From an optimization exercise on the open Yosys and OpenROAD flow, aimed at small area and few clock cycles; shortcuts taken in it are not production practice.
In this exercise RTL edits were held to simulation tests only and were not proved equivalent to the original.
Power is estimated from default activity; no workload was simulated.

==> run H <==
Design c6502, start of the top module:
module c6502
(
    input               clock,
    input               ce,
    input               reset_n,
    output reg  [15:0]  address,
    input       [ 7:0]  in,
    output      [ 7:0]  out,
    output              we
);
Settings: LEC_CHECK=0, ABC_AREA=1, CAP_MARGIN=20, CORE_MARGIN=2, CORE_UTILIZATION=40, SLEW_MARGIN=20; clock period 10.0 ns.
run.sh (not shown) runs the stock make flow with config.mk's settings and CLKGATE_MAP_FILE= SYNTH_SCRIPT=/design/flow/synth_recipe.tcl, a recipe that flattens the netlist after the stock synthesis.
==> run P: changes against run H <==
==> flow/flow/run.sh (new file) <==
#!/bin/bash
# Standard layout, except that the combinational part of the standard
# synthesis netlist is mapped again for area (flip-flops untouched), and the
# port buffers use the smallest buffer cell.
set -euo pipefail
RES=orfs/results/sky130hd/c6502/base
PORTBUF="BUFFER_PORTS_ARGS=-buffer_cell sky130_fd_sc_hd__buf_1"
bash standard.sh synth > synth.log 2>&1
cp $RES/1_2_yosys.v $RES/1_2_yosys_standard.v
bash flow/remap.sh $RES/1_2_yosys_standard.v $RES/1_2_yosys.v "$PWD/flow/area.abc" remap.log
rm -f $RES/1_synth.odb $RES/1_synth.sdc
bash standard.sh "$PORTBUF" finish > layout.log 2>&1
==> flow/flow/area.abc (new file) <==
strash
dch -f
amap
strash
dch -f
amap -m
topo
dnsize
==> flow/flow/dont_use.txt (new file) <==
-dont_use sky130_fd_sc_hd__lpflow_bleeder_1 -dont_use sky130_fd_sc_hd__lpflow_clkbufkapwr_1 -dont_use sky130_fd_sc_hd__lpflow_clkbufkapwr_16 -dont_use sky130_fd_sc_hd__lpflow_clkbufkapwr_2 -dont_use sky130_fd_sc_hd__lpflow_clkbufkapwr_4 -dont_use sky130_fd_sc_hd__lpflow_clkbufkapwr_8 -dont_use sky130_fd_sc_hd__lpflow_clkinvkapwr_1 -dont_use sky130_fd_sc_hd__lpflow_clkinvkapwr_16 -dont_use sky130_fd_sc_hd__lpflow_clkinvkapwr_2 -dont_use sky130_fd_sc_hd__lpflow_clkinvkapwr_4 -dont_use sky130_fd_sc_hd__lpflow_clkinvkapwr_8 -dont_use sky130_fd_sc_hd__lpflow_decapkapwr_12 -dont_use sky130_fd_sc_hd__lpflow_decapkapwr_3 -dont_use sky130_fd_sc_hd__lpflow_decapkapwr_4 -dont_use sky130_fd_sc_hd__lpflow_decapkapwr_6 -dont_use sky130_fd_sc_hd__lpflow_decapkapwr_8 -dont_use sky130_fd_sc_hd__lpflow_inputiso0n_1 -dont_use sky130_fd_sc_hd__lpflow_inputiso0p_1 -dont_use sky130_fd_sc_hd__lpflow_inputiso1n_1 -dont_use sky130_fd_sc_hd__lpflow_inputiso1p_1 -dont_use sky130_fd_sc_hd__lpflow_inputisolatch_1 -dont_use sky130_fd_sc_hd__lpflow_isobufsrc_1 -dont_use sky130_fd_sc_hd__lpflow_isobufsrc_16 -dont_use sky130_fd_sc_hd__lpflow_isobufsrc_2 -dont_use sky130_fd_sc_hd__lpflow_isobufsrc_4 -dont_use sky130_fd_sc_hd__lpflow_isobufsrc_8 -dont_use sky130_fd_sc_hd__lpflow_isobufsrckapwr_16 -dont_use sky130_fd_sc_hd__lpflow_lsbuf_lh_hl_isowell_tap_1 -dont_use sky130_fd_sc_hd__lpflow_lsbuf_lh_hl_isowell_tap_2 -dont_use sky130_fd_sc_hd__lpflow_lsbuf_lh_hl_isowell_tap_4 -dont_use sky130_fd_sc_hd__lpflow_lsbuf_lh_isowell_4 -dont_use sky130_fd_sc_hd__lpflow_lsbuf_lh_isowell_tap_1 -dont_use sky130_fd_sc_hd__lpflow_lsbuf_lh_isowell_tap_2 -dont_use sky130_fd_sc_hd__lpflow_lsbuf_lh_isowell_tap_4 -dont_use sky130_fd_sc_hd__probe_p_8 -dont_use sky130_fd_sc_hd__probec_p_8 
==> flow/flow/remap.sh (new file) <==
#!/bin/bash
# remap.sh IN_V OUT_V ABC_SCRIPT LOG
# Maps the combinational logic of the standard synthesis netlist again, with an
# area-oriented ABC script. Flip-flop instances (names, cell types and
# connections) are kept exactly as the standard synthesis made them.
set -euo pipefail
IN=$1; OUT=$2; SCR=$3; LOG=$4
HERE=$(cd "$(dirname "$0")" && pwd)
LIB=$FLOW_HOME/platforms/sky130hd/lib/sky130_fd_sc_hd__tt_025C_1v80.lib
DU=$(cat "$HERE/dont_use.txt")
SEQ=$(grep -oE "sky130_fd_sc_hd__(e?df|sdf|dl)[a-z0-9_]+" "$IN" | sort -u | tr '\n' ' ')
YS=$PWD/remap.ys
cat > "$YS" <<EOY
read_liberty -ignore_miss_func $LIB
read_verilog $IN
hierarchy -top c6502
setattr -mod -set keep_hierarchy 1 $SEQ
flatten
blackbox $SEQ
opt_clean -purge
abc -liberty $LIB $DU -D 10000 -script $SCR
opt_clean -purge
hilomap -singleton -hicell sky130_fd_sc_hd__conb_1 HI -locell sky130_fd_sc_hd__conb_1 LO
insbuf -buf sky130_fd_sc_hd__buf_4 A X
splitnets
opt_clean -purge
select -module c6502
stat -liberty $LIB
select -clear
write_verilog -noattr -nohex -nodec -selected $OUT.tmp
EOY
yosys -s "$YS" > "$LOG" 2>&1
# keep only the top module
awk '/^module c6502/{p=1} p{print} /^endmodule/{if(p) exit}' "$OUT.tmp" > "$OUT"
rm -f "$OUT.tmp"
==> flow/standard.sh (new file) <==
#!/bin/bash
# synth_recipe.tcl (not shown) runs the flow's synth.tcl, then flattens the netlist and writes it again
# the make line also repeats each setting of config.mk as NAME=value (left out here)
make -C /OpenROAD-flow-scripts/flow DESIGN_CONFIG=/design/flow/config.mk WORK_HOME=/design/flow/orfs CLKGATE_MAP_FILE= SYNTH_SCRIPT=/design/flow/synth_recipe.tcl "${@:-finish}"
CORE_UTILIZATION = 60   (was 40)
GPL_TIMING_DRIVEN = 0   (was default)
removed: flow/run.sh
==> comparison <==
- Against run P, the clock-buffer cell count of run H is higher by 1.
- In run H the synthesized cell count is larger than in run P, by 20%.
- Run P went through all stages and came out clean. Run H ran to the end with no violations.
- Of run P and run H, run P has the higher worst hold slack (gap 24 ps).
- Critical path depth: run P is higher than run H (5).
- Of run H and run P, run H has the higher routed wire length (gap 8.0%, measured against run P).
- In run H the clock skew is lower than in run P, by 2.6 ps.
- Against run H, the area after synthesis of run P is lower by 15%.
- Against run P, the utilization of run H is lower by 26 points.
Testbench counts of run H, summed over its fixed seeds: cycles 84,884.
Testbench counts of run P, summed over its fixed seeds: cycles 84,884.

* * *

==> inputs of job 5554 <==
c6502, a different RTL version from the one above (not shown whole).
==> flow/design.v (excerpt) <==
module c6502
(
    input               clock,
    input               ce,
    input               reset_n,
    output reg  [15:0]  address,
    input       [ 7:0]  in,
    output      [ 7:0]  out,
    output              we
);
==> flow/config.mk <==
export PLATFORM = sky130hd
export DESIGN_NAME = c6502
export DESIGN_NICKNAME = c6502
export VERILOG_FILES = /design/flow/design.v
export SDC_FILE = /design/flow/constraint.sdc
export NUM_CORES = 4
export LEC_CHECK = 0
export ABC_AREA = 1
export CAP_MARGIN = 20
export CORE_MARGIN = 2
export CORE_UTILIZATION = 65
export GPL_TIMING_DRIVEN = 0
export SLEW_MARGIN = 20
==> flow/constraint.sdc <==
create_clock -name core_clock -period 10.0 [get_ports {clock}]
set_input_delay 2.0000 -clock core_clock [delete_from_list [all_inputs] [get_ports {clock}]]
set_output_delay 2.0000 -clock core_clock [all_outputs]
set_load 0.01 [all_outputs]
standard.sh (not shown) runs the stock make flow with config.mk's settings and CLKGATE_MAP_FILE= SYNTH_SCRIPT=/design/flow/synth_recipe.tcl, a recipe that flattens the netlist after the stock synthesis.
==> flow/flow/run.sh <==
#!/bin/bash
# Standard layout, except that:
# - the combinational part of the standard synthesis netlist is mapped again
#   for area, in two passes, keeping the smaller (flip-flops untouched: same names, cells and connections);
# - the port buffers use the smallest buffer cell;
# - clock tree synthesis uses clkbuf_8 and inserts no dummy loads.
set -euo pipefail
RES=orfs/results/sky130hd/c6502/base
VARS=("BUFFER_PORTS_ARGS=-buffer_cell sky130_fd_sc_hd__buf_1"
      "CTS_ARGS=-sink_clustering_enable -repair_clock_nets -dont_use_dummy_load -buf_list sky130_fd_sc_hd__clkbuf_8")
bash standard.sh synth > synth.log 2>&1
cp $RES/1_2_yosys.v $RES/1_2_yosys_standard.v
bash flow/remap.sh $RES/1_2_yosys_standard.v $RES/1_2_yosys_pass1.v "$PWD/flow/area.abc" remap1.log
bash flow/remap.sh $RES/1_2_yosys_pass1.v $RES/1_2_yosys_pass2.v "$PWD/flow/area.abc" remap2.log
# keep the smaller of the two passes
a1=$(grep "Chip area" remap1.log | tail -1 | awk '{print $NF}')
a2=$(grep "Chip area" remap2.log | tail -1 | awk '{print $NF}')
if awk -v a="$a1" -v b="$a2" 'BEGIN { exit !(b < a) }'; then
  cp $RES/1_2_yosys_pass2.v $RES/1_2_yosys.v
else
  cp $RES/1_2_yosys_pass1.v $RES/1_2_yosys.v
fi
rm -f $RES/1_synth.odb $RES/1_synth.sdc
bash standard.sh "${VARS[@]}" finish > layout.log 2>&1
Other scripts of this flow, unchanged in this note and not shown: flow/flow/area.abc, flow/flow/dont_use.txt, flow/flow/remap.sh
==> inputs of job 8629, as changes to job 5554 <==
--- a/flow/design.v
+++ b/flow/design.v
@@ -7,27 +7,27 @@
     input       [ 7:0]  in,
     output      [ 7:0]  out,
     output              we
 );
 localparam [3:0]
     F   = 4'd0,      
-    FA  = 4'd4,      
-    FB  = 4'd15,      
-    OP1 = 4'd1,      
-    OP2 = 4'd2,      
-    IP1 = 4'd6,      
-    IP2 = 4'd7,      
-    DAT = 4'd5,      
-    BR  = 4'd3,      
-    HI  = 4'd12,      
-    PSH = 4'd8,     
-    PUL = 4'd9,     
-    JS2 = 4'd10,     
-    RL  = 4'd11,     
-    JL  = 4'd13,     
-    JH  = 4'd14;     
+    FA  = 4'd1,      
+    FB  = 4'd2,      
+    OP1 = 4'd3,      
+    OP2 = 4'd4,      
+    IP1 = 4'd5,      
+    IP2 = 4'd6,      
+    DAT = 4'd7,      
+    BR  = 4'd8,      
+    HI  = 4'd9,      
+    PSH = 4'd10,     
+    PUL = 4'd11,     
+    JS2 = 4'd12,     
+    RL  = 4'd13,     
+    JL  = 4'd14,     
+    JH  = 4'd15;     
 localparam [1:0] C0 = 2'd0, C1 = 2'd1, CC = 2'd2, CT_ = 2'd3;
 reg [7:0] A, X, Y, S, IR, ABL, ABH, PCL, PCH;
 reg       N, V, D, I, Z, C, CT;
 reg [3:0] st;
 wire isF = (st == F) | (st == FA) | (st == FB);
 wire [2:0] aaa = IR[7:5];
@@ -329,13 +329,13 @@
     assign sbw[gi+1] = sbw[gi] & ~sb[gi];
 end endgenerate
 wire [7:0] sn = sb ^ sbw[7:0];
 always @(posedge clock)
 if (!reset_n) begin
     st  <= F;
-    IR  <= 8'hEA;                
+    IR[0] <= 1'b1;               
     PCL <= 8'h00; PCH <= 8'h00;
     A   <= 8'h80; X <= 8'hFE; Y <= 8'hDA; S <= 8'h01;
     N <= 0; V <= 1; D <= 0; I <= 0; Z <= 0; C <= 1;
 end else if (ce) begin
     st <= nst;
     CT <= CTn;
==> flow/flow/run.sh (replaced) <==
#!/bin/bash
# Standard layout, except that:
# - the combinational part of the standard synthesis netlist is mapped again
#   for area, twice (flip-flops untouched: same names, cells and connections);
# - the port buffers use the smallest buffer cell;
# - clock tree synthesis uses clkbuf_8 and inserts no dummy loads.
set -euo pipefail
RES=orfs/results/sky130hd/c6502/base
VARS=("BUFFER_PORTS_ARGS=-buffer_cell sky130_fd_sc_hd__buf_1"
      "CTS_ARGS=-sink_clustering_enable -repair_clock_nets -dont_use_dummy_load -buf_list sky130_fd_sc_hd__clkbuf_8")
bash standard.sh synth > synth.log 2>&1
cp $RES/1_2_yosys.v $RES/1_2_yosys_standard.v
bash flow/remap.sh $RES/1_2_yosys_standard.v $RES/1_2_yosys_pass1.v "$PWD/flow/area.abc" remap1.log
bash flow/remap.sh $RES/1_2_yosys_pass1.v $RES/1_2_yosys.v "$PWD/flow/area.abc" remap2.log
rm -f $RES/1_synth.odb $RES/1_synth.sdc
bash standard.sh "${VARS[@]}" finish > layout.log 2>&1
--- a/flow/config.mk
+++ b/flow/config.mk
@@ -5,9 +5,9 @@
 export SDC_FILE = /design/flow/constraint.sdc
 export NUM_CORES = 4
 export LEC_CHECK = 0
 export ABC_AREA = 1
 export CAP_MARGIN = 20
 export CORE_MARGIN = 2
-export CORE_UTILIZATION = 65
+export CORE_UTILIZATION = 55
 export GPL_TIMING_DRIVEN = 0
 export SLEW_MARGIN = 20
==> inputs of job 1194, as changes to job 5554 <==
--- a/flow/design.v
+++ b/flow/design.v
@@ -7,27 +7,27 @@
     input       [ 7:0]  in,
     output      [ 7:0]  out,
     output              we
 );
 localparam [3:0]
     F   = 4'd0,      
-    FA  = 4'd4,      
-    FB  = 4'd15,      
-    OP1 = 4'd1,      
-    OP2 = 4'd2,      
-    IP1 = 4'd6,      
-    IP2 = 4'd7,      
-    DAT = 4'd5,      
-    BR  = 4'd3,      
-    HI  = 4'd12,      
-    PSH = 4'd8,     
-    PUL = 4'd9,     
-    JS2 = 4'd10,     
-    RL  = 4'd11,     
-    JL  = 4'd13,     
-    JH  = 4'd14;     
+    FA  = 4'd1,      
+    FB  = 4'd2,      
+    OP1 = 4'd3,      
+    OP2 = 4'd4,      
+    IP1 = 4'd5,      
+    IP2 = 4'd6,      
+    DAT = 4'd7,      
+    BR  = 4'd8,      
+    HI  = 4'd9,      
+    PSH = 4'd10,     
+    PUL = 4'd11,     
+    JS2 = 4'd12,     
+    RL  = 4'd13,     
+    JL  = 4'd14,     
+    JH  = 4'd15;     
 localparam [1:0] C0 = 2'd0, C1 = 2'd1, CC = 2'd2, CT_ = 2'd3;
 reg [7:0] A, X, Y, S, IR, ABL, ABH, PCL, PCH;
 reg       N, V, D, I, Z, C, CT;
 reg [3:0] st;
 wire isF = (st == F) | (st == FA) | (st == FB);
 wire [2:0] aaa = IR[7:5];
--- a/flow/config.mk
+++ b/flow/config.mk
@@ -5,9 +5,9 @@
 export SDC_FILE = /design/flow/constraint.sdc
 export NUM_CORES = 4
 export LEC_CHECK = 0
 export ABC_AREA = 1
 export CAP_MARGIN = 20
 export CORE_MARGIN = 2
-export CORE_UTILIZATION = 65
+export CORE_UTILIZATION = 70
 export GPL_TIMING_DRIVEN = 0
 export SLEW_MARGIN = 20
==> summary.txt <==
- Global-route usage over all layers: 44.8%
- Wire length on met3: 3010 um
- Top power group: combinational logic
- Crit path depth: 31
- Place WS: 179 ps
- Clock share of power: 18.5%
- Pwr per Cell Area: 187 mW/mm2
- Final worst path period need: 9650 ps
- Outcome: no timing/DRC/antenna violations
- GR Util met1: 59.3%
- Leak: 0.00188 uW
# the run above: job 5554

==> summary.txt <==
- Crit path depth: 26
- Pwr per Cell Area: 220 mW/mm2
- Net count after synthesis: 780
- Global-route usage over all layers: 47.2%
- Top power group: combinational logic
- Place WS: 1560 ps
- GR Util met1: 59.9%
- Highest metal used: met4
- Leak: 0.00190 uW
- Area Overhead vs Synth: 7.34%
- Final worst path period need: 9440 ps
- Outcome: no timing/DRC/antenna violations
- Wire length on met3: 3360 um
- Seq area share: 31.9%
# the run above: job 1194

==> summary.txt <==
- Leak: 0.00185 uW
- Place WS: 577 ps
- Crit path depth: 28
- Outcome: no timing/DRC/antenna violations
- GR Util met1: 54.3%
- Clock share of power: 23.0%
- Top power group: registers
- Global-route usage over all layers: 40.0%
# the run above: job 8629

Testbench counts of job 5554, summed over its fixed seeds: cycles 85,565.
Testbench counts of job 8629, summed over its fixed seeds: cycles 85,565.
Testbench counts of job 1194, summed over its fixed seeds: cycles 85,565.

[re-timing with driven ports]
The flow's constraints put no driver on any port. The routed layouts listed below were extracted and timed again, unchanged, in two steps. Step 1, drivers: a clkbuf_16 drives clock and a buf_2 each remaining input, both assumed. Step 2 times the ports against the registers' clock, not the clock port: input delays grow and output delays shrink by t, the midpoint of the rising clock arrivals with the driver on. Three values: ideal ports, drivers, drivers and shift; two values: the first two.
run	t (ns)	setup WS [ns]	worst setup path after step 2	worst register clock-pin slew, ns
run H	0.396	1.708 / 1.708 / 1.647	input to register	0.07 / 0.07
run P	0.400	0.632 / 0.632 / 0.632	register to register	0.10 / 0.10
job 5554	0.387	0.351 / 0.317 / 0.705	register to output	0.11 / 0.11
job 8629	0.405	0.770 / 0.732 / 1.137	register to output	0.09 / 0.09
job 1194	0.391	0.563 / 0.529 / 0.919	register to output	0.10 / 0.10
After both steps setup and hold are still met in every run listed. For run H, which loses most, drivers alone change the setup slack by 0.000 ns; drivers and shift together by -0.061 ns.
